What follows belongs to an exercise in optimizing a design on an open flow for small area, a short achievable clock period and few clock cycles; a production flow would make more cautious choices. In this exercise RTL edits were held to simulation tests only and were not proved equivalent to the original. Power figures rest on the tool's default switching activity, not on a simulated workload.

### flow/config.mk
export PLATFORM = sky130hd
export DESIGN_NAME = miniMIPS_Top
export DESIGN_NICKNAME = miniMIPS_Top
export VERILOG_FILES = /design/flow/design.v
export SDC_FILE = /design/flow/constraint.sdc
export NUM_CORES = 4
export LEC_CHECK = 0
export CAP_MARGIN = 20
export CORE_MARGIN = 2
export CORE_UTILIZATION = 55
export PLACE_DENSITY = 0.65
export SETUP_SLACK_MARGIN = 5
export SLEW_MARGIN = 20
### flow/constraint.sdc
create_clock -name core_clock -period 9.0 [get_ports {clk}]
set_input_delay 1.8000 -clock core_clock [delete_from_list [all_inputs] [get_ports {clk}]]
set_output_delay 1.8000 -clock core_clock [all_outputs]
set_load 0.01 [all_outputs]
### flow/design.v
module miniMIPS_Top
(
    input  wire         clk,
    input  wire         rst,
    output wire [31: 0] inst_addr,
    input  wire [31: 0] inst_data,
    output wire         data_wen,
    output wire [31: 0] data_addr,
    output wire [31: 0] data_dout,
    input  wire [31: 0] data_din
);
    reg  [31: 0] fpc;            
    reg  [31: 0] d_inst;         
    reg  [31: 0] d_rs;           
    reg  [31: 0] d_rt;
    reg          d_hs;           
    reg          d_ht;
    reg          d_ws;           
    reg          d_wt;
    reg          d_vs;           
    reg          d_vt;           
    reg  [31: 0] e_op1;
    reg  [31: 0] e_op2;
    reg  [31: 0] e_addr;         
    reg  [ 4: 0] e_rd;
    reg          e_wen;          
    reg          e_sub;
    reg          e_ssum;         
    reg          e_slog;         
    reg          e_sslt;         
    reg          e_ssh;          
    reg  [ 4: 0] e_sa;           
    reg          w_en;           
    reg  [ 4: 0] w_rd;
    reg  [31: 0] w_res;
    reg  [31: 0] v_res;          
    reg  [ 1: 0] e_lop;          
    reg          e_sltu;
    reg          e_shr;          
    reg          e_sar;          
    reg          e_load;
    reg          e_store;
    reg          e_br;           
    reg  [ 1: 0] e_bc;           
    reg          e_pred;         
    wire [33: 0] sum34 = {1'b0, e_op1, 1'b1} + {1'b0, e_op2, e_sub};
    wire [31: 0] sum   = sum34[32:1];
    wire         b31   = ~e_op2[31];
    wire         slt   = (e_op1[31] ^ b31) ? (e_sltu ? b31 : e_op1[31]) : sum[31];
    reg  [31: 0] lres;
    always @(*) begin
        case (e_lop)
            2'd0: lres = e_op1 & e_op2;
            2'd1: lres = e_op1 | e_op2;
            2'd2: lres = e_op1 ^ e_op2;
            default: lres = ~(e_op1 | e_op2);
        endcase
    end
    wire [31: 0] sh_in;
    wire [31: 0] sh_out;
    wire [31: 0] sh_r;
    genvar gi;
    generate
        for (gi = 0; gi < 32; gi = gi + 1) begin : g_rev
            assign sh_in[gi]  = e_shr ? e_op2[gi] : e_op2[31-gi];
            assign sh_out[gi] = e_shr ? sh_r[gi]  : sh_r[31-gi];
        end
    endgenerate
    wire         sh_fill = e_sar & e_op2[31];
    wire [63: 0] sh_w    = {{32{sh_fill}}, sh_in} >> e_sa;
    assign sh_r = sh_w[31:0];
    wire [31: 0] ex_res = ({32{e_ssum}} & sum)
                        | ({32{e_slog}} & lres)
                        | {31'b0, e_sslt & slt}
                        | ({32{e_ssh}}  & sh_out)
                        | ({32{e_load}} & data_din);
    assign inst_addr = fpc;
    assign data_addr = e_addr;
    assign data_wen  = e_store;
    assign data_dout = e_op2;
    wire         eq_e   = (e_op1 == e_op2);
    wire         cnd_e  = (e_bc[1] ? (e_op1[31] | eq_e) : eq_e) ^ e_bc[0];
    wire         miss   = e_br & (cnd_e ^ e_pred);
    wire [31: 0] rf [0:31];
    assign rf[0] = 32'b0;
    generate
        for (gi = 1; gi < 32; gi = gi + 1) begin : g_rf
            reg [31: 0] q;
            always @(posedge clk) begin
                if (w_en && w_rd == gi) q <= w_res;
            end
            assign rf[gi] = q;
        end
    endgenerate
    wire [ 5: 0] opc   = d_inst[31:26];
    wire [ 4: 0] rs    = d_inst[25:21];
    wire [ 4: 0] rt    = d_inst[20:16];
    wire [ 4: 0] rd    = d_inst[15:11];
    wire [ 4: 0] sa    = d_inst[10: 6];
    wire [ 5: 0] fn    = d_inst[ 5: 0];
    wire [15: 0] imm   = d_inst[15: 0];
    wire         i_mem   = opc[5];                        
    wire         i_ialu  = ~opc[5] & opc[3];              
    wire         i_low   = ~opc[5] & ~opc[3];             
    wire         i_spec  = i_low & ~opc[2] & ~opc[1];     
    wire         i_j     = i_low & ~opc[2] & opc[1];      
    wire         i_jal   = i_j & opc[0];
    wire         i_br    = i_low & opc[2];
    wire         i_load  = i_mem & ~opc[3];
    wire         i_store = i_mem & opc[3];
    wire         r_jr    = ~fn[5] & fn[3];
    wire         r_sh    = ~fn[5] & ~fn[3];
    wire         r_shi   = r_sh & ~fn[2];                 
    wire         i_jr    = i_spec & r_jr;
    reg  [ 4: 0] dst;
    always @(*) begin
        if (i_spec)      dst = r_jr ? 5'd0 : rd;
        else if (i_jal)  dst = 5'd31;
        else if (i_ialu | i_load) dst = rt;
        else             dst = 5'd0;
    end
    reg          c_sub;
    reg  [ 1: 0] c_rsel;
    reg  [ 1: 0] c_lop;
    reg          c_sltu;
    always @(*) begin
        c_sub  = 1'b0;
        c_rsel = 2'd0;
        c_lop  = 2'd0;
        c_sltu = 1'b0;
        if (i_spec) begin
            if (r_sh) c_rsel = 2'd3;
            else if (fn[3]) begin            
                c_sub = 1'b1; c_rsel = 2'd2; c_sltu = fn[0];
            end else if (fn[2]) begin        
                c_rsel = 2'd1; c_lop = fn[1:0];
            end else begin                   
                c_sub = fn[1];
            end
        end else if (i_ialu) begin
            case (opc[2:0])
                3'b010: begin c_sub = 1'b1; c_rsel = 2'd2; end
                3'b011: begin c_sub = 1'b1; c_rsel = 2'd2; c_sltu = 1'b1; end
                3'b100: begin c_rsel = 2'd1; c_lop = 2'd0; end
                3'b101: begin c_rsel = 2'd1; c_lop = 2'd1; end
                3'b110: begin c_rsel = 2'd1; c_lop = 2'd2; end
                3'b111: begin c_rsel = 2'd1; c_lop = 2'd1; end    
                default: ;
            endcase
        end
    end
    wire [31: 0] sext = {{16{imm[15]}}, imm};
    reg  [31: 0] imm32;
    always @(*) begin
        if (i_jal)                                imm32 = 32'b0;
        else if (i_ialu & (opc[2:0] == 3'b111))   imm32 = {imm, 16'b0};
        else if (i_ialu & opc[2])                 imm32 = {16'b0, imm};
        else                                      imm32 = sext;
    end
    wire         use_imm = i_ialu | i_load | i_jal;
    wire         use_sa  = i_spec & r_shi;
    wire [31: 0] rs_rf = d_ws ? w_res : (d_vs ? v_res : d_rs);
    wire [31: 0] rt_rf = d_wt ? w_res : (d_vt ? v_res : d_rt);
    wire         hit_s = d_hs;           
    wire         hit_t = d_ht;
    wire [31: 0] rs_v  = hit_s ? ex_res : rs_rf;
    wire [31: 0] rt_v  = hit_t ? ex_res : rt_rf;
    wire [31: 0] pc_inc    = fpc + 32'd4;
    wire [31: 0] br_target = fpc + {sext[29:0], 2'b00};
    wire [31: 0] j_target  = {fpc[31:28], d_inst[25:0], 2'b00};
    wire         stall   = i_mem & (hit_s | d_ws | d_vs);
    wire         bubble  = stall | miss;
    wire [31: 0] addr_n  = d_rs + sext;
    wire         eq_d    = (rs_rf == rt_rf);
    wire         cnd_d   = (opc[1] ? (rs_rf[31] | eq_d) : eq_d) ^ opc[0];
    wire         dep_alu = hit_s | (hit_t & ~opc[1]);
    wire         pred    = imm[15];                       
    wire         tk_d    = dep_alu ? pred : cnd_d;
    wire [31: 0] op1_o = use_sa ? {27'b0, sa} : (i_jal ? pc_inc : rs_rf);
    wire [31: 0] op2_o = (use_imm ? imm32 : rt_rf) ^ {32{c_sub}};
    wire [31: 0] op1_n = (hit_s & ~use_sa & ~i_jal) ? ex_res : op1_o;
    wire [31: 0] op2_n = (hit_t & ~use_imm)          ? (ex_res ^ {32{c_sub}}) : op2_o;
    wire [31: 0] ea_n  = i_br ? (pred ? pc_inc : br_target) : addr_n;
    reg  [31: 0] fpc_n;
    always @(*) begin
        if (miss)                 fpc_n = e_addr;
        else if (stall)           fpc_n = fpc;
        else if (i_jr)            fpc_n = rs_v;
        else if (i_j)             fpc_n = j_target;
        else if (i_br & tk_d)     fpc_n = br_target;
        else                      fpc_n = pc_inc;
    end
    wire [ 4: 0] f_rs   = inst_data[25:21];
    wire [ 4: 0] f_rt   = inst_data[20:16];
    wire [31: 0] f_rs_v = rf[f_rs];
    wire [31: 0] f_rt_v = rf[f_rt];
    always @(posedge clk) begin
        if (stall) begin
            d_rs <= rs_v;
            d_rt <= rt_v;
        end else begin
            d_rs <= f_rs_v;
            d_rt <= f_rt_v;
        end
    end
    always @(posedge clk, posedge rst) begin
        if (rst) begin
            fpc    <= 32'b0;
            d_inst <= 32'b0;
            d_hs   <= 1'b0;
            d_ht   <= 1'b0;
            d_ws   <= 1'b0;
            d_wt   <= 1'b0;
            d_vs   <= 1'b0;
            d_vt   <= 1'b0;
        end else begin
            fpc    <= {fpc_n[31:2], 2'b00};
            d_hs   <= ~bubble & (dst != 5'd0) & (dst == f_rs);
            d_ht   <= ~bubble & (dst != 5'd0) & (dst == f_rt);
            if (stall) begin                 
                d_ws <= 1'b0;
                d_wt <= 1'b0;
                d_vs <= 1'b0;
                d_vt <= 1'b0;
            end else begin
                d_ws <= ~miss & e_wen & (e_rd == f_rs);
                d_wt <= ~miss & e_wen & (e_rd == f_rt);
                d_vs <= ~miss & w_en & (w_rd == f_rs);
                d_vt <= ~miss & w_en & (w_rd == f_rt);
            end
            if (miss)        d_inst <= 32'b0;
            else if (!stall) d_inst <= inst_data;
        end
    end
    always @(posedge clk, posedge rst) begin
        if (rst) begin
            e_rd    <= 5'd0;
            e_wen   <= 1'b0;
            e_load  <= 1'b0;
            e_store <= 1'b0;
            e_br    <= 1'b0;
        end else begin
            e_rd    <= dst;
            e_wen   <= (dst != 5'd0) & ~stall;
            e_load  <= i_load & ~stall;
            e_store <= i_store & ~stall;
            e_br    <= i_br & dep_alu;
        end
    end
    always @(posedge clk, posedge rst) begin
        if (rst) begin
            w_en <= 1'b0;
            w_rd <= 5'd0;
        end else begin
            w_en <= e_wen;
            w_rd <= e_rd;
        end
    end
    always @(posedge clk) begin
        w_res  <= ex_res;
        v_res  <= w_res;
        e_op1  <= op1_n;
        e_op2  <= op2_n;
        e_addr <= ea_n;
        e_sub  <= c_sub;
        e_ssum <= (c_rsel == 2'd0) & ~i_load;
        e_slog <= (c_rsel == 2'd1);
        e_sslt <= (c_rsel == 2'd2);
        e_ssh  <= (c_rsel == 2'd3);
        e_sa   <= (c_rsel == 2'd3) ? op1_n[4:0] : 5'd0;
        e_lop  <= c_lop;
        e_sltu <= c_sltu;
        e_shr  <= fn[1];
        e_sar  <= fn[0];
        e_bc   <= opc[1:0];
        e_pred <= pred;
    end
endmodule
### flow/run.sh
#!/bin/bash
# synth_recipe.tcl (not shown) runs the flow's synth.tcl, then flattens the netlist and writes it again
# the make line also repeats each setting of config.mk as NAME=value (left out here)
make -C /OpenROAD-flow-scripts/flow DESIGN_CONFIG=/design/flow/config.mk WORK_HOME=/design/flow/orfs CLKGATE_MAP_FILE= SYNTH_SCRIPT=/design/flow/synth_recipe.tcl finish
==> notes.md, run 1 <==
status=complete, no violations; CTS tree=built; fin. max-slew vios=0; Worst setup EP type=register; row count=roughly 130; Post-synth EDFFs=approximately 1000; period utilization=0.459; die width=roughly 350 um; die area=122000 sq um; synth unique cells=87; commonest cells after routing, fill and taps aside=992 x edfxtp_1, 381 x nand2_1, 342 x a22oi_1; Tightest Hold Check Type=reg -> reg; FMAX=0.242 GHz; Layout Nets=roughly 6000; final setup TNS=0 ns; CTS max path bufs=3; Iter 0 DRT Violations=11900; worst slew pin tran=between 1 and 1.5 ns; Simple-Gate Fraction of Synth Area=0.0875; wirelength, routed=about 320000 um; Initial Util=0.556; total of max-cap violations=0; drt drc=0; largest family of logic cells by synthesized area=compound AO/OA/AOI/OAI gates; fill count=~9100; clock-pin slew on the worst setup and hold paths=roughly 0.060 ns; P_leak=roughly 0.027 uW; Peak VDD IR=0.214 mV; Ys Warns=1; HPWL after DPL=185000 um; clk sink count=roughly 1300; Core ar.=118000 sq um; Total Routing Usage GR=0.509; Routed wire per std cell=approximately 43 um; worst path arrival time=4.86 ns; CTS H-tree depth=4; Pwr Total=24800 uW; proportion of synthesized area in mux cells=0.0563; Die Ht=350 um; first-pass GRT wire length=431000 um; compound-cell area share of the yosys netlist=0.213; root buffer cell=clkbuf_16; Final ANT Viol Nets=0; Synth Area in Adders=0.0255; relative slew slack=0.186; via density per instance=7.98; largest net degree at the start of global routing=65; PortBufs=between 150 and 200; Synth Register Bits=around 1300; Critical Path RT=9.72 ns; Syn-to-layout area delta=15.9%; syn avg cell area=11.7 sq um; initial antenna violation count=15; crit-path max FO=15; CTS buffer count=138; Post-Syn Instances=5610; remaining global-route overflow=0; post-synthesis xor/xnor area fraction=0.0255; first-pass iteration count of the detailed router=15; share of layout cells above drive strength 1=0.154; Fin Clk Skew=0.0442 ns; critical path class=in -> reg; PwrDens=326 nW/um^2; min Tclk post-route=4.14 ns; commonest non-fill, non-tap cell in the layout=edfxtp_1; top_reg_cell synth=edfxtp_1; vias in the first global route=54900; setup violators final=0; register area share after synthesis=0.558; CP Launch Type=input pin; RSZ-0062 raised after global routing=true; total number of vias=59200; Ports=163; post-synthesis cell area=65700 sq um; clk latency of the worst-skew pair=~0.82 ns; GP Congestion=1.03; Post-synth ARST share=0.0623; final hold violation count=0
[synthesized netlist by cell type (all sizes together), types with 9 or more instances]
cell / count / area (sq um)
a31o: 11 / 96.3
a22o: 306 / 2680
o21a: 17 / 128
edfxtp: 992 / 29800
a211oi: 29 / 218
nor3: 77 / 397
nand4: 90 / 563
xor2: 73 / 639
a221o: 10 / 100
mux2i: 141 / 1420
o22ai: 42 / 263
nand3: 208 / 1040
o21bai: 13 / 97.6
mux4: 59 / 1370
dfxtp: 242 / 4840
ha: 129 / 1610
a21boi: 9 / 67.6
nand2: 385 / 1450
nor4: 31 / 194
clkbuf: 332 / 1250
nor2b: 13 / 81.3
o21ai: 281 / 1410
o211ai: 49 / 373
o221ai: 11 / 96.3
or2: 14 / 87.6
and3: 28 / 175
inv: 155 / 582
o31ai: 18 / 135
mux2: 80 / 901
a31oi: 27 / 169
a21oi: 219 / 1110
or3: 21 / 131
xnor2: 118 / 1030
dfrtp: 82 / 2050
buf: 78 / 387
a222oi: 74 / 741
a221oi: 304 / 2670
nand2b: 26 / 163
o31a: 9 / 78.8
and2: 28 / 175
a211o: 9 / 78.8
a21o: 49 / 368
nor2: 290 / 1090
o311ai: 9 / 78.8
a22oi: 342 / 2570
[repair_timing]
item | in CTS | in global routing
gates resized for setup | 165 | 89
buffers inserted | 40 | 27
hold endpoints to repair | 0 | 0
gates cloned | 2 | 0
hold buffers | 0 | 0
pin swaps | 22 | 14
setup endpoints to repair | 166 | 98
[power breakdown]
group | switching (uW) | leakage, uW | total, uW | internal, uW
sequential | 1790 | 0.0120 | 9990 | 8200
combinational | 5560 | 0.0123 | 8730 | 3170
clock | 2580 | 0.00231 | 6080 | 3500
total | 9930 | 0.0267 | 24800 | 14900
[kinds of logic (layout without fill, tap and decap cells)]
kind of cell    Yosys count  after routing
mux                     280            280
other cells               1             13
compound gates         1888           1888
simple gates           1237           1239
flops                  1316           1316
fa+ha+maj               132            132
buf+inv                 565            830
xor+xnor                191            191
[state kept, by name, indices dropped and copies added (netlist names), 2 cells and up]
register / cells
d_rt: 32
e_op1: 32
w_rd: 5
e_rd: 5
fpc: 30
d_rs: 32
g_rf.q: 992
v_res: 32
e_sa: 5
w_res: 32
e_lop: 2
e_bc: 2
e_addr: 32
d_inst: 31
e_op2: 32
[stage by stage]
stage                     hold slack, ns  std cells  cell area, sq um  setup slack [ns]  utilization
after floorplan                    0.345       5611             65700              5.09            -
after global placement             0.359       7088             69800              3.12        0.590
after detailed placement           0.374       7088             69800              3.10        0.590
after CTS                          0.370       7386             75500              5.00        0.639
after global routing               0.395       7416             76100              4.97        0.644
final                              0.376       7425             76200              4.86        0.644
[worst max-delay path: stages]
cell,delay [ns]
clkdlybuf4s15_2,0.39
nand3b_1,0.26
buf_4,0.18
buf_4,0.16
nor2_4,0.66
buf_4,0.44
buf_4,0.36
a221oi_1,0.14
nand4_1,0.21
nor3_2,0.09
o22ai_1,0.10
[layer usage]
layer	vias up	track usage	wire, um
li1	22700	-	-
met1	28300	0.610	101000
met2	6236	0.718	127000
met3	1955	0.220	54300
met4	18	0.397	33700
met5	-	0.0102	387
[layout make-up]
type                       instances  area, sq um  share of cell area
timing repair buffer             419         3790              0.0498
inverter                         155          584             0.00767
tap                             1536         1920              0.0252
clock buffer                     178         3830              0.0503
sequential                      1316        36800               0.483
clock inverter                    78          923              0.0121
antenna                           11         27.5            0.000361
multi-input combinational       3732        28300               0.371
[path summary, 6_finish.rpt]
| check | slack (ns) | endpoint | depth (start not counted) | start |
|---|---|---|---|---|
| worst max-delay path | 4.86 | d_rs[25] | 11 | inst_data[24] |
| worst min-delay path | 0.38 | w_en | 0 | e_wen |
| worst max register to register | 4.94 | fpc[25] | 10 | w_res[1] |
| worst min register to register | 0.38 | w_en | 0 | e_wen |
| max in group asynchronous | 6.30 | d_ws | 3 | rst |
| min in group asynchronous | 1.37 | fpc[25] | 2 | rst |
Testbench counts, summed over its fixed seeds: cycles 55,394.
==> inputs of run 2 (changes only) <==
--- a/flow/design.v
+++ b/flow/design.v
@@ -15,10 +15,6 @@
     reg  [31: 0] d_rt;
     reg          d_hs;           
     reg          d_ht;
-    reg          d_ws;           
-    reg          d_wt;
-    reg          d_vs;           
-    reg          d_vt;           
     reg  [31: 0] e_op1;
     reg  [31: 0] e_op2;
     reg  [31: 0] e_addr;         
@@ -33,7 +29,6 @@
     reg          w_en;           
     reg  [ 4: 0] w_rd;
     reg  [31: 0] w_res;
-    reg  [31: 0] v_res;          
     reg  [ 1: 0] e_lop;          
     reg          e_sltu;
     reg          e_shr;          
@@ -159,8 +154,8 @@
     end
     wire         use_imm = i_ialu | i_load | i_jal;
     wire         use_sa  = i_spec & r_shi;
-    wire [31: 0] rs_rf = d_ws ? w_res : (d_vs ? v_res : d_rs);
-    wire [31: 0] rt_rf = d_wt ? w_res : (d_vt ? v_res : d_rt);
+    wire [31: 0] rs_rf = d_rs;
+    wire [31: 0] rt_rf = d_rt;
     wire         hit_s = d_hs;           
     wire         hit_t = d_ht;
     wire [31: 0] rs_v  = hit_s ? ex_res : rs_rf;
@@ -168,14 +163,21 @@
     wire [31: 0] pc_inc    = fpc + 32'd4;
     wire [31: 0] br_target = fpc + {sext[29:0], 2'b00};
     wire [31: 0] j_target  = {fpc[31:28], d_inst[25:0], 2'b00};
-    wire         stall   = i_mem & (hit_s | d_ws | d_vs);
+    wire         stall   = i_mem & hit_s;
     wire         bubble  = stall | miss;
-    wire [31: 0] addr_n  = d_rs + sext;
+    wire [31: 0] addr_n  = rs_rf + sext;
     wire         eq_d    = (rs_rf == rt_rf);
     wire         cnd_d   = (opc[1] ? (rs_rf[31] | eq_d) : eq_d) ^ opc[0];
     wire         dep_alu = hit_s | (hit_t & ~opc[1]);
     wire         pred    = imm[15];                       
-    wire         tk_d    = dep_alu ? pred : cnd_d;
+    wire         br_same = ~opc[1] & (rs == rt);
+    wire [31: 0] zd_p    = e_op1 ^ e_op2;
+    wire [31: 0] zd_o    = {e_op1[30:0] | e_op2[30:0], e_sub};
+    wire         zd      = ~|(zd_p ^ zd_o);
+    wire         br_zd   = ~opc[1] & (rt == 5'd0) & hit_s & e_ssum;
+    wire         tk_d    = br_same ? ~opc[0] :
+                           br_zd   ? (zd ^ opc[0]) :
+                           dep_alu ? pred : cnd_d;
     wire [31: 0] op1_o = use_sa ? {27'b0, sa} : (i_jal ? pc_inc : rs_rf);
     wire [31: 0] op2_o = (use_imm ? imm32 : rt_rf) ^ {32{c_sub}};
     wire [31: 0] op1_n = (hit_s & ~use_sa & ~i_jal) ? ex_res : op1_o;
@@ -192,8 +194,10 @@
     end
     wire [ 4: 0] f_rs   = inst_data[25:21];
     wire [ 4: 0] f_rt   = inst_data[20:16];
-    wire [31: 0] f_rs_v = rf[f_rs];
-    wire [31: 0] f_rt_v = rf[f_rt];
+    wire [31: 0] f_rs_v = (e_wen & (e_rd == f_rs)) ? ex_res :
+                          (w_en  & (w_rd == f_rs)) ? w_res  : rf[f_rs];
+    wire [31: 0] f_rt_v = (e_wen & (e_rd == f_rt)) ? ex_res :
+                          (w_en  & (w_rd == f_rt)) ? w_res  : rf[f_rt];
     always @(posedge clk) begin
         if (stall) begin
             d_rs <= rs_v;
@@ -209,25 +213,10 @@
             d_inst <= 32'b0;
             d_hs   <= 1'b0;
             d_ht   <= 1'b0;
-            d_ws   <= 1'b0;
-            d_wt   <= 1'b0;
-            d_vs   <= 1'b0;
-            d_vt   <= 1'b0;
         end else begin
             fpc    <= {fpc_n[31:2], 2'b00};
             d_hs   <= ~bubble & (dst != 5'd0) & (dst == f_rs);
             d_ht   <= ~bubble & (dst != 5'd0) & (dst == f_rt);
-            if (stall) begin                 
-                d_ws <= 1'b0;
-                d_wt <= 1'b0;
-                d_vs <= 1'b0;
-                d_vt <= 1'b0;
-            end else begin
-                d_ws <= ~miss & e_wen & (e_rd == f_rs);
-                d_wt <= ~miss & e_wen & (e_rd == f_rt);
-                d_vs <= ~miss & w_en & (w_rd == f_rs);
-                d_vt <= ~miss & w_en & (w_rd == f_rt);
-            end
             if (miss)        d_inst <= 32'b0;
             else if (!stall) d_inst <= inst_data;
         end
@@ -244,7 +233,7 @@
             e_wen   <= (dst != 5'd0) & ~stall;
             e_load  <= i_load & ~stall;
             e_store <= i_store & ~stall;
-            e_br    <= i_br & dep_alu;
+            e_br    <= i_br & dep_alu & ~br_same & ~br_zd;
         end
     end
     always @(posedge clk, posedge rst) begin
@@ -258,7 +247,6 @@
     end
     always @(posedge clk) begin
         w_res  <= ex_res;
-        v_res  <= w_res;
         e_op1  <= op1_n;
         e_op2  <= op2_n;
         e_addr <= ea_n;
==> notes.md, run 2 <==
Post-synth EDFFs=1026 (was 992); clock-pin slew on the worst setup and hold paths=0.06 ns (about the same); Comb pwr share=0.304 (was 0.352); Fin Clk Skew=0.0294 ns (was 0.0442 ns); Final Util=0.640 (was 0.644); clk sink count=1280 (was 1316); switching power total=8120 uW (was 9930 uW); RSZ-0062 raised after global routing=true (unchanged); remaining global-route overflow=0 (unchanged); Yosys top cell by area=edfxtp_1 (unchanged); root buffer cell=clkbuf_16 (unchanged); post-route insts no fill=7404 (was 7425); relative slew slack=0.213 (was 0.186); Critical Path RT=9.68 ns (was 9.72 ns); min Tclk post-route=4.13 ns (was 4.14 ns); final hold violation count=0 (unchanged); PwrDens=287 nW/um^2 (was 326 nW/um^2); delay-heaviest family, CP=simple AND/OR/NAND/NOR gates (was buffers and inverters); Ys Warns=1 (unchanged); CTS buffer count=134 (was 138); first-pass iteration count of the detailed router=13 (was 15); critical path class=in -> reg (unchanged); first-pass GRT wire length=422000 um (was 431000 um); Pwr Total=21700 uW (was 24800 uW); synth unique cells=85 (was 87); largest net degree at the start of global routing=77 (was 65); commonest non-fill, non-tap cell in the layout=edfxtp_1 (unchanged); top_reg_cell synth=edfxtp_1 (unchanged); wirelength, routed=311000 um (was 317000 um); syn avg cell area=11.6 sq um (was 11.7 sq um); Layout Nets=5947 (was 5960); PortBufs=159 (unchanged); Flop pwr share=0.427 (was 0.403); cts hold-fix bufs=0 (unchanged); Iter 0 DRT Violations=12300 (was 11900); Peak VDD IR=0.195 mV (was 0.214 mV); Ports=163 (unchanged); die width=349 um (was 350 um); GP Congestion=1.03 (about the same); FMAX=0.242 GHz (about the same); switching share of power=0.375 (was 0.400); total number of vias=59200 (about the same); HPWL after DPL=180000 um (was 185000 um); P_leak=0.0262 uW (was 0.0267 uW); die area=122000 sq um (about the same); Largest register FFs=992 (unchanged); fin. max-slew vios=0 (unchanged); register area share after synthesis=0.556 (was 0.558); worst path arrival time=4.82 ns (was 4.86 ns); via density per instance=8.00 (was 7.98); vias in the first global route=54000 (was 54900); status=complete, no violations (unchanged); dpl cells=7072 (was 7088); Synth Register Bits=1280 (was 1316); Post-Syn Instances=5637 (was 5610); Routed wire per std cell=42.1 um (was 42.6 um); most frequent cell after synthesis=edfxtp_1 (unchanged); WP buf/inv=2 (was 5); share of layout cells above drive strength 1=0.146 (was 0.154); crit path max-delay cell type=nor2_4 (unchanged); Total Routing Usage GR=0.498 (was 0.509); share of the synthesized area in the top cell type=0.472 (was 0.453); period utilization=0.459 (about the same); Worst setup EP type=register (unchanged); CP cell instances=buf_4 > or3_4 > nor2_4 > buf_4 > a22o_1 > a221oi_1 > nand3_1 > or4_4 > a221oi_1 > a21oi_1 (was clkdlybuf4s15_2 > nand3b_1 > buf_4 > buf_4 > nor2_4 > buf_4 > buf_4 > a221oi_1 > nand4_1 > nor3_2 > o22ai_1); Tightest Hold Check Type=reg -> reg (unchanged); Synth area leaders=edfxtp_1 47%, a22oi_1 6.2%, dfxtp_1 5.4% (was edfxtp_1 45%, dfxtp_1 7.4%, a22o_1 4.1%); commonest cells in the netlist=1026 x edfxtp_1, 539 x a22oi_1, 336 x clkbuf_1 (was 992 x edfxtp_1, 385 x nand2_1, 342 x a22oi_1); total of max-cap violations=0 (unchanged); CTS max path bufs=3 (unchanged); clock share of power=0.268 (was 0.245); commonest cells after routing, fill and taps aside=1026 x edfxtp_1, 538 x a22oi_1, 319 x nand2_1 (was 992 x edfxtp_1, 381 x nand2_1, 342 x a22oi_1); post-synthesis cell area=65300 sq um (was 65700 sq um); Critical Path Max Stage Delay=0.92 ns (was 0.66 ns); clk latency of the worst-skew pair=0.77 ns (was 0.82 ns); CTS H-tree depth=4 (unchanged); drt drc=0 (unchanged); Biggest register=g_rf.q (unchanged); Die Ht=349 um (was 350 um); setup violators final=0 (unchanged); Syn-to-layout area delta=15.6% (was 15.9%); Final ANT Viol Nets=0 (unchanged); CP Launch Type=input pin (unchanged); worst slew pin tran=1.18 ns (was 1.22 ns); final setup TNS=0 ns (unchanged); Post-synth ARST share=0.0609 (was 0.0623); P_int=13600 uW (was 14900 uW); CTS tree=built (unchanged); Core ar.=118000 sq um (about the same); initial antenna violation count=15 (unchanged); crit-path max FO=15 (unchanged); Initial Util=0.554 (was 0.556); row count=126 (unchanged)
run 2: cell types whose count changed after synthesis, sizes merged, moves of 52 or more:
| cell | previous run | this run |
|---|---|---|
| a22oi | 342 | 539 |
| a22o | 306 | 193 |
| nand2 | 385 | 326 |
| nand3 | 208 | 317 |
| o21ai | 281 | 229 |
| or4 | 5 | 64 |
| a21oi | 219 | 298 |
| dfxtp | 242 | 176 |
run 2: power by group through the flow:
stage | clock network (uW) | registers (uW) | logic, uW
2_1_floorplan | 0 | 8630 | 3570
6_report | 5810 | 9260 | 6600
3_5_place_dp | 0 | 9260 | 6040
4_1_cts | 5790 | 9150 | 6230
3_3_place_gp | 0 | 9250 | 5990
5_1_grt | 6010 | 9280 | 6880
run 2: repair_timing:
action,4_1_cts,5_1_grt
pin swaps,22,8
cloned,1,1
setup buffers,49,25
setup endpoints to repair,175,112
gates resized for setup,184,140
run 2: final timing paths:
kind                               start         end  slack, ns  cells after the start
max                        inst_data[22]    d_rs[29]       4.87                     10
min                              e_rd[2]     w_rd[2]       0.44                      0
max reg2reg                     e_op2[1]    e_op1[7]       4.99                     11
min reg2reg                      e_rd[2]     w_rd[2]       0.44                      0
max in group asynchronous            rst  d_inst[15]       6.74                      3
min in group asynchronous            rst     fpc[29]       1.21                      2
run 2: per-layer routing:
metal,GRT usage,up-vias,routed length (um)
met5,0.00920,-,264
met4,0.354,18,31100
met3,0.207,1938,51800
met2,0.714,6202,127000
li1,-,22800,-
met1,0.606,28300,102000
run 2: metrics by stage:
step | hold slack, ns | cell area (sq um) | setup slack (ns)
after global routing | 0.471 | 75400 | 4.96
after floorplan | 0.345 | 65500 | 5.00
after global placement | 0.434 | 69200 | 2.79
after CTS | 0.450 | 74700 | 4.92
final | 0.445 | 75500 | 4.87
after detailed placement | 0.414 | 69200 | 2.81
run 2: area by class of cell:
cell class | instances | area [sq um]
timing repair buffer | 398 | 3810
tap | 1536 | 1920
antenna | 11 | 27.5
inverter | 160 | 606
multi-input combinational | 3775 | 28200
sequential | 1280 | 36400
clock inverter | 78 | 982
clock buffer | 166 | 3580
fill | 9021 | 42500
run 2: cells by family after synthesis:
family / share of synthesized area
compound gates: 0.217
xor+xnor: 0.0309
fa+ha+maj: 0.0256
buf+inv: 0.0348
flops: 0.556
mux: 0.0420
other cells: 0.000115
simple gates: 0.0944
run 2: worst reg2reg max path, cell delays in order (launching register included):
cell	delay, ns
dfxtp_2	0.53
inv_1	0.09
ha_1	0.42
nor2b_1	0.21
o31ai_1	0.46
a21o_1	0.25
xnor2_1	0.08
a222oi_1	0.73
o221a_2	0.62
a211oi_1	0.15
a21oi_1	0.29
nor2_1	0.08
Testbench counts of run 2, summed over its fixed seeds: cycles 54,634.
==> inputs of run 3 (changes only) <==
--- a/flow/config.mk
+++ b/flow/config.mk
@@ -8,6 +8,8 @@
 export CAP_MARGIN = 20
 export CORE_MARGIN = 2
 export CORE_UTILIZATION = 55
+export CTS_CLUSTER_DIAMETER = 90
+export CTS_CLUSTER_SIZE = 20
 export PLACE_DENSITY = 0.65
 export SETUP_SLACK_MARGIN = 5
 export SLEW_MARGIN = 20
==> notes.md, run 3 <==
vias in the first global route=53400 (was 54000); Fin Clk Skew=0.0462 ns (was 0.0294 ns); setup violators final=0 (unchanged); dpl cells=7072 (unchanged); synth unique cells=85 (unchanged); FF/Latch Area=36400 sq um (about the same); Ports=163 (unchanged); initial antenna violation count=16 (was 15); CTS tree=built (unchanged); P_leak=0.0251 uW (was 0.0262 uW); CTS H-tree depth=3 (was 4); Synth Register Bits=1280 (unchanged); Reg2Reg Depth=11 (unchanged); Routed wire per std cell=42.5 um (was 42.1 um); Syn-to-layout area delta=12.2% (was 15.6%); status=complete, no violations (unchanged); total of max-cap violations=0 (unchanged); Core ar.=118000 sq um (unchanged); register area share after synthesis=0.556 (unchanged); min Tclk post-route=4.12 ns (was 4.13 ns); worst slew pin tran=1.21 ns (was 1.18 ns); GP Congestion=1.03 (unchanged); Iter 0 DRT Violations=11400 (was 12300); area of the multi-input gates=28200 sq um (about the same); fill count=9244 (was 9021); top_reg_cell synth=edfxtp_1 (unchanged); largest net degree at the start of global routing=77 (unchanged); Biggest register=g_rf.q (unchanged); commonest cells after routing, fill and taps aside=1026 x edfxtp_1, 538 x a22oi_1, 319 x nand2_1 (unchanged); syn avg cell area=11.6 sq um (unchanged); via density per instance=8.05 (was 8.00); first-pass GRT wire length=419000 um (was 422000 um); FMAX=0.243 GHz (was 0.242 GHz); Ys Warns=1 (unchanged); relative slew slack=0.192 (was 0.213); worst path arrival time=4.68 ns (was 4.82 ns); most frequent cell after synthesis=edfxtp_1 (unchanged); Post-synth EDFFs=1026 (unchanged); final setup TNS=0 ns (unchanged); CP Launch Type=input pin (unchanged); clk latency of the worst-skew pair=0.73 ns (was 0.77 ns); HPWL after DPL=180000 um (unchanged); CTS max path bufs=3 (unchanged); clock-pin slew on the worst setup and hold paths=0.09 ns (was 0.06 ns); Initial Util=0.554 (unchanged); Peak VDD IR=0.214 mV (was 0.195 mV); remaining global-route overflow=0 (unchanged); Worst setup EP type=register (unchanged); endpoint of the worst register-to-register path=fpc[5] (was e_op1[7]); share of the synthesized area in the top cell type=0.472 (unchanged); Yosys top cell by area=edfxtp_1 (unchanged); Post-Syn Instances=5637 (unchanged); Synth area leaders=edfxtp_1 47%, a22oi_1 6.2%, dfxtp_1 5.4% (unchanged); crit path max-delay cell type=or4_1 (was nor2_4); CTS buffer count=77 (was 134); crit path from=inst_data[23] (was inst_data[22]); Total Routing Usage GR=0.495 (was 0.498); Layout Nets=5893 (was 5947); post-route cell area=73300 sq um (was 75500 sq um); die area=122000 sq um (unchanged); crit-path max FO=32 (was 15); Tightest Hold Check Type=reg -> reg (unchanged); RSZ-0062 raised after global routing=true (unchanged); post-route insts no fill=7269 (was 7404); final hold violation count=0 (unchanged); period utilization=0.458 (was 0.459); Critical Path Max Stage Delay=0.74 ns (was 0.92 ns); wirelength, routed=309000 um (was 311000 um); Final Util=0.621 (was 0.640); CP cell instances=buf_4 > nand3b_1 > buf_4 > nor2_4 > buf_6 > a22o_1 > a221oi_1 > nand3_1 > or4_1 > a221oi_1 > a21oi_1 (was buf_4 > or3_4 > nor2_4 > buf_4 > a22o_1 > a221oi_1 > nand3_1 > or4_4 > a221oi_1 > a21oi_1); post-synthesis cell area=65300 sq um (unchanged); fin. max-slew vios=0 (unchanged); share of layout cells above drive strength 1=0.133 (was 0.146); PwrDens=268 nW/um^2 (was 287 nW/um^2); Post-synth ARST share=0.0609 (unchanged); drt drc=0 (unchanged); Hold WS=0.452 ns (was 0.445 ns); row count=126 (unchanged); first-pass iteration count of the detailed router=13 (unchanged); commonest non-fill, non-tap cell in the layout=edfxtp_1 (unchanged); total number of vias=58500 (was 59200); Die Ht=349 um (unchanged); Largest register FFs=992 (unchanged); R2R Setup Slk=4.94 ns (was 4.99 ns); root buffer cell=clkbuf_16 (unchanged); PortBufs=159 (unchanged); Final ANT Viol Nets=0 (unchanged); FF-to-FF Start=e_op2[1] (unchanged); die width=349 um (unchanged); critical path class=in -> reg (unchanged); Critical Path RT=9.56 ns (was 9.68 ns); Placement Cell Area=69200 sq um (unchanged); crit path to=d_rs[28] (was d_rs[29]); commonest cells in the netlist=1026 x edfxtp_1, 539 x a22oi_1, 336 x clkbuf_1 (unchanged); clk sink count=1280 (unchanged)
## run 3: cell counts after synthesis
No cell type changed its count.
## run 3: final cells by class
cell class,instances,share of cell area
Clock inverter,13,0.00277
Inverter,160,0.00832
Antenna cell,9,0.000307
Clock buffer,95,0.0276
Multi-Input combinational cell,3774,0.385
Timing Repair Buffer,402,0.0529
Tap cell,1536,0.0262
Sequential cell,1280,0.497
## run 3: stage by stage
| stage | total power [uW] | setup slack (ns) |
|---|---|---|
| 2_1_floorplan | 12200 | 5.00 |
| 3_3_place_gp | 15200 | 2.79 |
| 3_5_place_dp | 15300 | 2.81 |
| 4_1_cts | 19100 | 4.92 |
| 5_1_grt | 20100 | 4.96 |
| 6_report | 19600 | 4.88 |
## run 3: worst min-delay path by stage
stage          cells after the start       start      end
6_report                           0       e_wen     w_en
5_1_grt                            0     e_rd[1]  w_rd[1]
4_1_cts                            0       e_wen     w_en
3_5_place_dp                       0       e_wen     w_en
3_3_place_gp                       0     e_rd[2]  w_rd[2]
2_1_floorplan                      0  d_inst[26]  e_bc[0]
## run 3: logic make-up after synthesis
family          after synthesis  share of synthesized area
compound gates             1927                      0.217
xor+xnor                    229                     0.0309
fa+ha+maj                   132                     0.0256
buf+inv                     585                     0.0348
flops                      1280                      0.556
mux                         189                     0.0420
other cells                   2                   0.000115
simple gates               1293                     0.0944
## run 3: layer usage
layer | global-route usage | part of all wire | up-vias
li1 | - | - | 22600
met4 | 0.354 | 0.099 | 14
met1 | 0.602 | 0.33 | 27900
met2 | 0.706 | 0.41 | 6213
met5 | 0.00200 | 0.00037 | -
met3 | 0.210 | 0.17 | 1853
## run 3: repair_timing
item,4_1_cts,5_1_grt
pin swaps,22,8
gates resized for setup,201,158
hold buffers,0,0
cloned,1,0
buffers inserted,56,23
endpoints found under the setup margin,175,116
## run 3: worst max-delay path, delay by kind of cell
| kind | cells | cell delay (ns) |
|---|---|---|
| AOI/OAI and AO/OA | 4 | 1.02 |
| buffers and inverters | 3 | 0.71 |
| and+or+nand+nor | 4 | 1.10 |
## run 3: power by group
group / internal (uW) / total [uW] / switching (uW)
logic: 2510 / 6610 / 4100
registers: 7730 / 9270 / 1540
clock network: 1630 / 3710 / 2090
total: 11900 / 19600 / 7730
==> inputs of run 4 (changes only) <==
--- a/flow/config.mk
+++ b/flow/config.mk
@@ -8,8 +8,8 @@
 export CAP_MARGIN = 20
 export CORE_MARGIN = 2
 export CORE_UTILIZATION = 55
-export CTS_CLUSTER_DIAMETER = 90
-export CTS_CLUSTER_SIZE = 20
+export CTS_CLUSTER_DIAMETER = 110
+export CTS_CLUSTER_SIZE = 24
 export PLACE_DENSITY = 0.65
 export SETUP_SLACK_MARGIN = 5
 export SLEW_MARGIN = 20
==> notes.md, run 4 <==
Post-Syn Instances=5637 (unchanged); setup violators final=0 (unchanged); crit-path max FO=21 (was 32); Layout Nets=5871 (was 5893); CTS H-tree depth=2 (was 3); CP cell instances=buf_4 > or3b_4 > nor2_4 > buf_4 > a22o_1 > a221oi_1 > nand3_1 > or4_1 > a221oi_1 > a21oi_1 (was buf_4 > nand3b_1 > buf_4 > nor2_4 > buf_6 > a22o_1 > a221oi_1 > nand3_1 > or4_1 > a221oi_1 > a21oi_1); Iter 0 DRT Violations=11300 (was 11400); post-synthesis cell area=65300 sq um (unchanged); Placement Cell Area=69200 sq um (unchanged); Die Ht=349 um (unchanged); Fin Clk Skew=0.0936 ns (was 0.0462 ns); total of max-cap violations=0 (unchanged); vias in the first global route=53200 (was 53400); period utilization=0.465 (was 0.458); PwrDens=262 nW/um^2 (was 268 nW/um^2); Ports=163 (unchanged); worst slew pin tran=1.18 ns (was 1.21 ns); post-synthesis xor/xnor area fraction=0.0309 (unchanged); critical path class=in -> reg (unchanged); Peak VDD IR=0.200 mV (was 0.214 mV); first-pass GRT wire length=418000 um (was 419000 um); drt drc=0 (unchanged); Post-synth ARST share=0.0609 (unchanged); largest net degree at the start of global routing=77 (unchanged); delay-heaviest family, CP=simple AND/OR/NAND/NOR gates (unchanged); row count=126 (unchanged); largest family of logic cells by synthesized area=compound AO/OA/AOI/OAI gates (unchanged); Routed wire per std cell=42.5 um (about the same); Biggest register=g_rf.q (unchanged); via density per instance=8.00 (was 8.05); wirelength, routed=308000 um (was 309000 um); share of the synthesized area in the top cell type=0.472 (unchanged); Core ar.=118000 sq um (unchanged); P_int=11500 uW (was 11900 uW); Critical Path Max Stage Delay=0.64 ns (was 0.74 ns); RSZ-0062 raised after global routing=true (unchanged); die width=349 um (unchanged); Synth area leaders=edfxtp_1 47%, a22oi_1 6.2%, dfxtp_1 5.4% (unchanged); initial antenna violation count=9 (was 16); total number of vias=57900 (was 58500); Tightest Hold Check Type=reg -> reg (unchanged); FMAX=0.239 GHz (was 0.243 GHz); Comb pwr share=0.346 (was 0.337); switching power total=7580 uW (was 7730 uW); synth unique cells=85 (unchanged); switching share of power=0.398 (was 0.394); most frequent cell after synthesis=edfxtp_1 (unchanged); relative slew slack=0.213 (was 0.192); remaining global-route overflow=0 (unchanged); cts hold-fix bufs=0 (unchanged); Critical Path RT=9.65 ns (was 9.56 ns); register area share after synthesis=0.556 (unchanged); Largest register FFs=992 (unchanged); Pwr Total=19100 uW (was 19600 uW); Total Routing Usage GR=0.493 (was 0.495); Flop pwr share=0.486 (was 0.473); clk latency of the worst-skew pair=0.80 ns (was 0.73 ns); commonest cells in the netlist=1026 x edfxtp_1, 539 x a22oi_1, 336 x clkbuf_1 (unchanged); final hold violation count=0 (unchanged); proportion of synthesized area in mux cells=0.0420 (unchanged); CTS tree=built (unchanged); Simple-Gate Fraction of Synth Area=0.0944 (unchanged); final setup TNS=0 ns (unchanged); Initial Util=0.554 (unchanged); Synth Area in Adders=0.0256 (unchanged); die area=122000 sq um (unchanged); fin. max-slew vios=0 (unchanged); Worst setup EP type=register (unchanged); share of layout cells above drive strength 1=0.126 (was 0.133); top_reg_cell synth=edfxtp_1 (unchanged); commonest cells after routing, fill and taps aside=1026 x edfxtp_1, 538 x a22oi_1, 319 x nand2_1 (unchanged); Post-synth EDFFs=1026 (unchanged); Synth Register Bits=1280 (unchanged); syn avg cell area=11.6 sq um (unchanged); CTS buffer count=60 (was 77); clk sink count=1280 (unchanged); PortBufs=159 (unchanged); status=complete, no violations (unchanged); clock-pin slew on the worst setup and hold paths=0.10 ns (was 0.09 ns); Ys Warns=1 (unchanged); CTS max path bufs=3 (unchanged); clock share of power=0.168 (was 0.190); Yosys top cell by area=edfxtp_1 (unchanged); worst path arrival time=4.83 ns (was 4.68 ns); HPWL after DPL=180000 um (unchanged); first-pass iteration count of the detailed router=9 (was 13); GP Congestion=1.03 (unchanged); CP Launch Type=input pin (unchanged); P_leak=0.0248 uW (was 0.0251 uW); commonest non-fill, non-tap cell in the layout=edfxtp_1 (unchanged); Final ANT Viol Nets=0 (unchanged); Syn-to-layout area delta=11.3% (was 12.2%); min Tclk post-route=4.18 ns (was 4.12 ns); WP buf/inv=2 (was 3); crit path max-delay cell type=buf_4 (was or4_1); post-route cell area=72700 sq um (was 73300 sq um); compound-cell area share of the yosys netlist=0.216 (unchanged); root buffer cell=clkbuf_16 (unchanged)
-- run 4: timing repair --
item	4_1_cts	5_1_grt
buffers inserted	52	21
resized for setup	203	142
endpoints found under the setup margin	171	113
gates cloned	1	0
pin swaps	21	5
-- run 4: final cells by class --
class	instances	area, sq um
Inverter	160	606
Tap cell	1536	1920
Sequential cell	1280	36400
Multi-Input combinational cell	3774	28200
Fill cell	9317	45200
Antenna cell	8	20.0
Timing Repair Buffer	397	3870
Clock buffer	77	1580
Clock inverter	6	134
-- run 4: cell families after synthesis --
| group | count (synthesis) |
|---|---|
| mux | 189 |
| other cells | 2 |
| compound gates | 1927 |
| fa+ha+maj | 132 |
| simple gates | 1293 |
| flops | 1280 |
| xor+xnor | 229 |
| buf+inv | 585 |
-- run 4: power by group through the flow --
stage          Clock, uW  Combinational (uW)  Sequential [uW]
2_1_floorplan          0                3570             8630
3_3_place_gp           0                5990             9250
3_5_place_dp           0                6040             9260
4_1_cts             3170                6260             9140
5_1_grt             3360                6890             9270
6_report            3200                6600             9250
-- run 4: path summary, 6_finish.rpt --
check | start | end | slack [ns] | depth (start not counted)
setup / recovery | inst_data[22] | d_rs[23] | 4.82 | 10
hold / removal | e_wen | w_en | 0.45 | 0
setup reg to reg | e_op2[1] | e_op1[23] | 4.97 | 12
hold reg to reg | e_wen | w_en | 0.45 | 0
max in group asynchronous | rst | d_inst[15] | 6.73 | 3
min in group asynchronous | rst | fpc[28] | 1.21 | 2
-- run 4: per-layer routing --
layer  global-route usage  part of all wire
met3                0.203              0.17
met2                0.705              0.41
met5                    0           0.00037
met1                0.603              0.33
met4                0.349             0.095
-- run 4: per-stage QoR --
step	setup WS [ns]	std cells	utilization	hold slack, ns
global route	4.93	7230	0.616	0.476
floorplan	5.00	5639	-	0.345
CTS	4.94	7208	0.610	0.456
global placement	2.79	7071	0.587	0.434
finish	4.82	7238	0.616	0.453
detailed placement	2.81	7072	0.587	0.414
-- run 4: worst reg2reg max path: stages (launching register included) --
cell and delay, ns:
dfxtp_2 0.52, inv_1 0.09, ha_1 0.44, nor2b_1 0.27, o31ai_1 0.17, a21oi_2 0.29
a21oi_2 0.16, o41a_1 0.49, xnor2_1 0.15, o221a_2 0.41, a21oi_1 0.44, nor2_1 0.11
a211oi_2 0.35
==> inputs of run 5 (changes only) <==
--- a/flow/design.v
+++ b/flow/design.v
@@ -26,9 +26,6 @@
     reg          e_sslt;         
     reg          e_ssh;          
     reg  [ 4: 0] e_sa;           
-    reg          w_en;           
-    reg  [ 4: 0] w_rd;
-    reg  [31: 0] w_res;
     reg  [ 1: 0] e_lop;          
     reg          e_sltu;
     reg          e_shr;          
@@ -82,7 +79,7 @@
         for (gi = 1; gi < 32; gi = gi + 1) begin : g_rf
             reg [31: 0] q;
             always @(posedge clk) begin
-                if (w_en && w_rd == gi) q <= w_res;
+                if (e_wen && e_rd == gi) q <= ex_res;
             end
             assign rf[gi] = q;
         end
@@ -195,9 +192,9 @@
     wire [ 4: 0] f_rs   = inst_data[25:21];
     wire [ 4: 0] f_rt   = inst_data[20:16];
     wire [31: 0] f_rs_v = (e_wen & (e_rd == f_rs)) ? ex_res :
-                          (w_en  & (w_rd == f_rs)) ? w_res  : rf[f_rs];
+                          rf[f_rs];
     wire [31: 0] f_rt_v = (e_wen & (e_rd == f_rt)) ? ex_res :
-                          (w_en  & (w_rd == f_rt)) ? w_res  : rf[f_rt];
+                          rf[f_rt];
     always @(posedge clk) begin
         if (stall) begin
             d_rs <= rs_v;
@@ -236,17 +233,7 @@
             e_br    <= i_br & dep_alu & ~br_same & ~br_zd;
         end
     end
-    always @(posedge clk, posedge rst) begin
-        if (rst) begin
-            w_en <= 1'b0;
-            w_rd <= 5'd0;
-        end else begin
-            w_en <= e_wen;
-            w_rd <= e_rd;
-        end
-    end
     always @(posedge clk) begin
-        w_res  <= ex_res;
         e_op1  <= op1_n;
         e_op2  <= op2_n;
         e_addr <= ea_n;
--- a/flow/config.mk
+++ b/flow/config.mk
@@ -8,8 +8,8 @@
 export CAP_MARGIN = 20
 export CORE_MARGIN = 2
 export CORE_UTILIZATION = 55
-export CTS_CLUSTER_DIAMETER = 110
-export CTS_CLUSTER_SIZE = 24
+export CTS_CLUSTER_DIAMETER = 90
+export CTS_CLUSTER_SIZE = 20
 export PLACE_DENSITY = 0.65
 export SETUP_SLACK_MARGIN = 5
 export SLEW_MARGIN = 20
==> notes.md, run 5 <==
Synth Register Bits=1242 (was 1280); Post-Syn Instances=5468 (was 5637); switching share of power=0.394 (was 0.398); die area=119000 sq um (was 122000 sq um); top_reg_cell synth=edfxtp_1 (unchanged); Core ar.=115000 sq um (was 118000 sq um); register area share after synthesis=0.557 (was 0.556); Synth area leaders=edfxtp_1 48%, a22oi_1 4.8%, dfxtp_1 4.5% (was edfxtp_1 47%, a22oi_1 6.2%, dfxtp_1 5.4%); M1 wire length=96700 um (was 101000 um); worst path arrival time=4.50 ns (was 4.83 ns); most frequent cell after synthesis=edfxtp_1 (unchanged); Critical Path RT=9.42 ns (was 9.65 ns); min Tclk post-route=4.08 ns (was 4.18 ns); share of the synthesized area in the top cell type=0.483 (was 0.472); switching power total=7620 uW (was 7580 uW); crit path from=inst_data[20] (was inst_data[22]); syn avg cell area=11.7 sq um (was 11.6 sq um); crit-path most repeated cell=buf_4; Total Routing Usage GR=0.502 (was 0.493); root buffer cell=clkbuf_16 (unchanged); met3 wire len=52400 um (was 51600 um); CTS tree=built (unchanged); R2R Setup Slk=4.97 ns (about the same); CTS H-tree depth=3 (was 2); Comb pwr share=0.377 (was 0.346); commonest cells after routing, fill and taps aside=1026 x edfxtp_1, 407 x a22oi_1, 351 x nand2_1 (was 1026 x edfxtp_1, 538 x a22oi_1, 319 x nand2_1); critical path class=in -> reg (unchanged); Ports=163 (unchanged); Initial Util=0.556 (was 0.554); crit path to=d_rt[3] (was d_rs[23]); RSZ-0062 raised after global routing=true (unchanged); total of max-cap violations=0 (unchanged); commonest non-fill, non-tap cell in the layout=edfxtp_1 (unchanged); row count=124 (was 126); final hold violation count=0 (unchanged); worst slew pin tran=1.25 ns (was 1.18 ns); post-synthesis cell area=63800 sq um (was 65300 sq um); remaining global-route overflow=0 (unchanged); first-pass iteration count of the detailed router=13 (was 9); endpoint of the worst register-to-register path=e_op1[24] (was e_op1[23]); HPWL after DPL=179000 um (was 180000 um); Final ANT Viol Nets=0 (unchanged); cts hold-fix bufs=0 (unchanged); Final Util=0.629 (was 0.616); CTS buffer count=74 (was 60); setup ws final=4.92 ns (was 4.82 ns); setup violators final=0 (unchanged); PortBufs=159 (unchanged); Syn-to-layout area delta=13.0% (was 11.3%); crit-path max FO=17 (was 21); FMAX=0.245 GHz (was 0.239 GHz); PwrDens=268 nW/um^2 (was 262 nW/um^2); Routed wire per std cell=42.8 um (was 42.5 um); period utilization=0.453 (was 0.465); Fin Clk Skew=0.0589 ns (was 0.0936 ns); FF-to-FF Start=e_op1[8] (was e_op2[1]); relative slew slack=0.164 (was 0.213); Biggest register=g_rf.q (unchanged); Peak VDD IR=0.190 mV (was 0.200 mV); P_int=11700 uW (was 11500 uW); GP Congestion=1.03 (about the same); P_leak=0.0245 uW (was 0.0248 uW); post-route cell area=72100 sq um (was 72700 sq um); commonest cells in the netlist=1026 x edfxtp_1, 407 x a22oi_1, 360 x nand2_1 (was 1026 x edfxtp_1, 539 x a22oi_1, 336 x clkbuf_1); Tightest Hold Check Type=reg -> reg (unchanged); first-pass GRT wire length=413000 um (was 418000 um); Post-Place Setup Slack=2.92 ns (was 2.81 ns); Highest Signal Layer=met5 (unchanged); clk latency of the worst-skew pair=0.73 ns (was 0.80 ns); vias in the first global route=53000 (was 53200); CTS max path bufs=3 (unchanged); Iter 0 DRT Violations=11500 (was 11300); CP cell instances=buf_2 > or2_4 > buf_4 > nor2_4 > buf_4 > buf_6 > a221oi_1 > nand4_1 > nor3_2 > o22ai_1 (was buf_4 > or3b_4 > nor2_4 > buf_4 > a22o_1 > a221oi_1 > nand3_1 > or4_1 > a221oi_1 > a21oi_1); final setup TNS=0 ns (unchanged); Worst setup EP type=register (unchanged); Post-synth EDFFs=1026 (unchanged); clock share of power=0.183 (was 0.168); drt drc=0 (unchanged); total number of vias=57600 (was 57900); met2 WL=123000 um (was 126000 um); fin. max-slew vios=0 (unchanged); crit path max-delay cell type=nor3_2 (was buf_4); Post-synth ARST share=0.0580 (was 0.0609); clk sink count=1242 (was 1280); largest net degree at the start of global routing=91 (was 77); Placement Cell Area=68100 sq um (was 69200 sq um); Reg2Reg Depth=12 (unchanged); fill count=9064 (was 9317); share of layout cells above drive strength 1=0.142 (was 0.126); Critical Path Max Stage Delay=0.58 ns (was 0.64 ns); Flop pwr share=0.440 (was 0.486); Layout Nets=5797 (was 5871); status=complete, no violations (unchanged); clock-pin slew on the worst setup and hold paths=0.09 ns (was 0.10 ns); Die Ht=345 um (was 349 um); Yosys top cell by area=edfxtp_1 (unchanged); worst hold start=e_addr[6] (was e_wen); Largest register FFs=992 (unchanged); die width=345 um (was 349 um); CP Launch Type=input pin (unchanged); via density per instance=8.06 (was 8.00); Ys Warns=1 (unchanged); wirelength, routed=306000 um (was 308000 um); initial antenna violation count=16 (was 9); synth unique cells=82 (was 85)
[run 5: area by class of cell]
class / count / area, sq um / area share
Antenna cell: 12 / 30.0 / 0.000417
Clock buffer: 90 / 1930 / 0.0268
Clock inverter: 12 / 184 / 0.00255
Inverter: 148 / 594 / 0.00824
Multi-Input combinational cell: 3676 / 27800 / 0.386
Sequential cell: 1242 / 35600 / 0.493
Tap cell: 1512 / 1890 / 0.0262
Timing Repair Buffer: 446 / 4010 / 0.0557
Timing Repair inverter: 11 / 80.1 / 0.00111
[run 5: layer usage]
metal | vias to the layer above | GRT usage
li1 | 22100 | -
met3 | 2037 | 0.225
met2 | 6095 | 0.707
met1 | 27400 | 0.596
met4 | 10 | 0.397
met5 | - | 0.00280
[run 5: worst min path at each step]
stage | to | cells after the start
4_1_cts | fpc[6] | 2
2_1_floorplan | e_bc[0] | 0
5_1_grt | fpc[6] | 2
3_3_place_gp | fpc[6] | 2
3_5_place_dp | fpc[6] | 2
6_report | fpc[6] | 2
[run 5: per-stage QoR]
stage | hold slack (ns) | total power (uW) | std cells
6_report | 0.457 | 19300 | 7149
5_1_grt | 0.485 | 19800 | 7138
4_1_cts | 0.454 | 18700 | 7089
3_5_place_dp | 0.442 | 15100 | 6943
3_3_place_gp | 0.442 | 15000 | 6943
2_1_floorplan | 0.345 | 12000 | 5470
[run 5: critical path: cells and delay by family]
| kind | cells | cell delay [ns] |
|---|---|---|
| AND/OR/NAND/NOR | 4 | 1.09 |
| buffers and inverters | 4 | 1.03 |
| AO/OA/AOI/OAI | 2 | 0.51 |
[run 5: timing repair]
item                       4_1_cts  5_1_grt
gates resized for setup        179      140
cloned                           2       11
setup endpoints to repair     1003      515
buffers inserted                42       37
pin swaps                       18       25
[run 5: cell families (layout without fill, tap and decap cells)]
| kind of cell | Yosys count | count (layout) | synth area share |
|---|---|---|---|
| AO/OA/AOI/OAI | 1857 | 1858 | 0.214 |
| XOR/XNOR | 217 | 217 | 0.0298 |
| adder cells (fa/ha/maj) | 132 | 132 | 0.0263 |
| buffers and inverters | 553 | 707 | 0.0337 |
| flip-flops | 1242 | 1242 | 0.557 |
| multiplexers | 208 | 208 | 0.0475 |
| other | 2 | 16 | 0.000118 |
| AND/OR/NAND/NOR | 1257 | 1257 | 0.0923 |
[run 5: power groups by stage]
stage / sequential (uW) / combinational (uW) / clock (uW)
2_1_floorplan: 8320 / 3720 / 0
3_3_place_gp: 8590 / 6460 / 0
3_5_place_dp: 8590 / 6530 / 0
4_1_cts: 8470 / 6710 / 3510
5_1_grt: 8520 / 7590 / 3700
6_report: 8510 / 7300 / 3540
Testbench counts of run 5, summed over its fixed seeds: cycles 54,634.
==> inputs of run 6 (changes only) <==
--- a/flow/config.mk
+++ b/flow/config.mk
@@ -7,9 +7,9 @@
 export LEC_CHECK = 0
 export CAP_MARGIN = 20
 export CORE_MARGIN = 2
-export CORE_UTILIZATION = 55
+export CORE_UTILIZATION = 50
 export CTS_CLUSTER_DIAMETER = 90
 export CTS_CLUSTER_SIZE = 20
-export PLACE_DENSITY = 0.65
+export PLACE_DENSITY = 0.6
 export SETUP_SLACK_MARGIN = 5
 export SLEW_MARGIN = 20
==> notes.md, run 6 <==
PwrDens=270 nW/um^2 (was 268 nW/um^2); min Tclk post-route=4.12 ns (was 4.08 ns); setup violators final=0 (unchanged); CTS H-tree depth=3 (unchanged); Layout Nets=5832 (was 5797); share of the synthesized area in the top cell type=0.483 (unchanged); clock share of power=0.185 (was 0.183); syn avg cell area=11.7 sq um (unchanged); Biggest register=g_rf.q (unchanged); initial antenna violation count=22 (was 16); first-pass GRT wire length=434000 um (was 413000 um); Total Routing Usage GR=0.480 (was 0.502); switching share of power=0.397 (was 0.394); Peak VDD IR=0.196 mV (was 0.190 mV); fill count=10500 (was 9064); P_int=11800 uW (was 11700 uW); most frequent cell after synthesis=edfxtp_1 (unchanged); Die Ht=361 um (was 345 um); relative slew slack=0.158 (was 0.164); Flop pwr share=0.436 (was 0.440); root buffer cell=clkbuf_16 (unchanged); commonest cells after routing, fill and taps aside=1026 x edfxtp_1, 407 x a22oi_1, 351 x nand2_1 (unchanged); Tightest Hold Check Type=reg -> reg (unchanged); Post-Syn Instances=5468 (unchanged); Ys Warns=1 (unchanged); Pwr Total=19600 uW (was 19300 uW); Fin Clk Skew=0.0603 ns (was 0.0589 ns); share of layout cells above drive strength 1=0.151 (was 0.142); register area share after synthesis=0.557 (unchanged); crit-path max FO=31 (was 17); total of max-cap violations=0 (unchanged); remaining global-route overflow=0 (unchanged); RSZ-0062 raised after global routing=true (unchanged); CTS tree=built (unchanged); GP Congestion=1.00 (was 1.03); final setup TNS=0 ns (unchanged); Reg2Reg Depth=10 (was 12); drt drc=0 (unchanged); Post-synth EDFFs=1026 (unchanged); Critical Path RT=9.31 ns (was 9.42 ns); vias in the first global route=54200 (was 53000); die width=361 um (was 345 um); synth unique cells=82 (unchanged); Routed wire per std cell=44.0 um (was 42.8 um); worst path arrival time=4.42 ns (was 4.50 ns); Comb pwr share=0.378 (was 0.377); first-pass iteration count of the detailed router=13 (unchanged); Post-Place Setup Slack=3.12 ns (was 2.92 ns); commonest non-fill, non-tap cell in the layout=edfxtp_1 (unchanged); Core ar.=127000 sq um (was 115000 sq um); CTS max path bufs=3 (unchanged); commonest cells in the netlist=1026 x edfxtp_1, 407 x a22oi_1, 360 x nand2_1 (unchanged); Worst setup EP type=register (unchanged); PortBufs=159 (unchanged); Post-synth ARST share=0.0580 (unchanged); clock-pin slew on the worst setup and hold paths=0.08 ns (was 0.09 ns); via density per instance=7.88 (was 8.06); post-route cell area=72800 sq um (was 72100 sq um); period utilization=0.458 (was 0.453); Iter 0 DRT Violations=11300 (was 11500); Synth Register Bits=1242 (unchanged); post-route insts no fill=7342 (was 7149); CTS buffer count=75 (was 74); Synth area leaders=edfxtp_1 48%, a22oi_1 4.8%, dfxtp_1 4.5% (unchanged); HPWL after DPL=193000 um (was 179000 um); clk sink count=1242 (unchanged); Syn-to-layout area delta=14.2% (was 13.0%); FMAX=0.243 GHz (was 0.245 GHz); wirelength, routed=323000 um (was 306000 um); fin. max-slew vios=0 (unchanged); largest net degree at the start of global routing=65 (was 91); status=complete, no violations (unchanged); row count=131 (was 124); worst slew pin tran=1.25 ns (about the same); critical path class=in -> reg (unchanged); Placement Cell Area=68300 sq um (was 68100 sq um); cts hold-fix bufs=0 (unchanged); clk latency of the worst-skew pair=0.73 ns (about the same); setup ws final=4.88 ns (was 4.92 ns); switching power total=7790 uW (was 7620 uW); dpl cells=7099 (was 6943); Yosys top cell by area=edfxtp_1 (unchanged); post-synthesis cell area=63800 sq um (unchanged); Largest register FFs=992 (unchanged); Final ANT Viol Nets=0 (unchanged); P_leak=0.0247 uW (was 0.0245 uW); final hold violation count=0 (unchanged); CP Launch Type=input pin (unchanged); Ports=163 (unchanged); die area=130000 sq um (was 119000 sq um); total number of vias=57800 (was 57600); Initial Util=0.502 (was 0.556); top_reg_cell synth=edfxtp_1 (unchanged); hold path cells=2 (unchanged)
==> run 6: cell count changes in the layout (fill, tap and decap cells not counted), sizes merged <==
cell,before,now
buf,290,317
clkdlybuf4s18,0,1
diode,12,18
inv,140,137
a31o,6,5
clkdlybuf4s15,1,2
clkinvlp,22,32
clkbuf,96,98
==> run 6: final cells by class <==
type	instances	area, sq um	share of cell area
Antenna cell	18	45.0	0.000619
Clock buffer	91	1970	0.0270
Clock inverter	14	240	0.00330
Inverter	148	617	0.00847
Multi-Input combinational cell	3675	27800	0.382
Sequential cell	1242	35600	0.489
Tap cell	1662	2080	0.0286
Timing Repair Buffer	476	4370	0.0600
Timing Repair inverter	16	118	0.00162
==> run 6: routing by layer <==
metal,up-vias,track usage,wire length [um]
li1,22100,-,-
met1,28000,0.550,102000
met2,5793,0.703,135000
met3,1880,0.198,51100
met4,25,0.389,34000
met5,-,0.0137,372
==> run 6: timing repair <==
item,CTS,global route
buffers inserted,62,41
cloned,11,6
pin swaps,21,19
setup endpoints to repair,1098,521
endpoints found under the hold margin,0,0
gates resized for setup,211,126
==> run 6: worst paths after layout <==
check | startpoint | endpoint | slack (ns)
max | data_din[3] | g_rf[18].q[3] | 4.88
min | e_addr[6] | fpc[6] | 0.46
max reg2reg | fpc[2] | fpc[27] | 4.90
min reg2reg | e_addr[6] | fpc[6] | 0.46
max in group asynchronous | rst | d_inst[15] | 6.36
min in group asynchronous | rst | d_inst[12] | 1.35
==> run 6: cells by family after synthesis <==
family / synth area share
other: 0.000118
AO/OA/AOI/OAI: 0.214
adder cells (fa/ha/maj): 0.0263
flip-flops: 0.557
multiplexers: 0.0475
buffers and inverters: 0.0337
AND/OR/NAND/NOR: 0.0923
XOR/XNOR: 0.0298
==> run 6: metrics by stage <==
stage	hold slack, ns	utilization
2_1_floorplan	0.345	-
3_3_place_gp	0.442	0.538
3_5_place_dp	0.443	0.538
4_1_cts	0.457	0.566
5_1_grt	0.487	0.573
6_report	0.457	0.573
==> run 6: critical path: stages <==
cell and delay (ns):
clkdlybuf4s50_1 0.46, a222oi_1 0.88, o211a_2 0.70, inv_1 0.54
==> run 6: power groups by stage <==
| stage | clock network (uW) | logic (uW) | registers [uW] |
|---|---|---|---|
| after floorplan | 0 | 3720 | 8320 |
| after global placement | 0 | 6470 | 8670 |
| after detailed placement | 0 | 6520 | 8670 |
| after CTS | 3620 | 6850 | 8530 |
| after global routing | 3810 | 7730 | 8580 |
| final | 3640 | 7430 | 8560 |

-- separate check: timing with driven ports --
The flow's constraints put no driver on any port. The routed layouts listed below were extracted and timed again, unchanged, in two steps. Step 1 sets driving cells, clkbuf_16 on the clock port and buf_2 on the other inputs (assumed; they add their load-dependent delay and slew). Step 2 adds t to the input delays and takes it off the output delays; t is the mean of the earliest and latest rising clock arrival at the registers after step 1. Input paths then give back, and output paths get back, about the clock's delay inside the block. Slacks: ideal / step 1 / step 2; pairs: ideal / step 1.
run | t (ns) | slack for setup (ns) | slew at the worst register clock pin (ns) | worst slew at a driven data input, ns | cell pins on the clock port's net
run 1 | 0.875 | 4.865 / 4.926 / 4.051 | 0.07 / 0.07 | 0.06 | 1
run 2 | 0.839 | 4.868 / 4.878 / 4.039 | 0.07 / 0.07 | 0.23 | 1
run 3 | 0.789 | 4.879 / 4.802 / 4.013 | 0.09 / 0.09 | 0.21 | 1
run 4 | 0.831 | 4.818 / 4.796 / 3.966 | 0.12 / 0.12 | 0.21 | 1
run 5 | 0.778 | 4.924 / 4.965 / 4.190 | 0.10 / 0.10 | 0.05 | 1
run 6 | 0.774 | 4.881 / 4.899 / 4.156 | 0.10 / 0.10 | 0.07 | 1
After both steps every run listed still meets setup and hold. The setup slack of run 3, which loses most, moves by -0.077 ns with the drivers and by -0.866 ns with both steps.
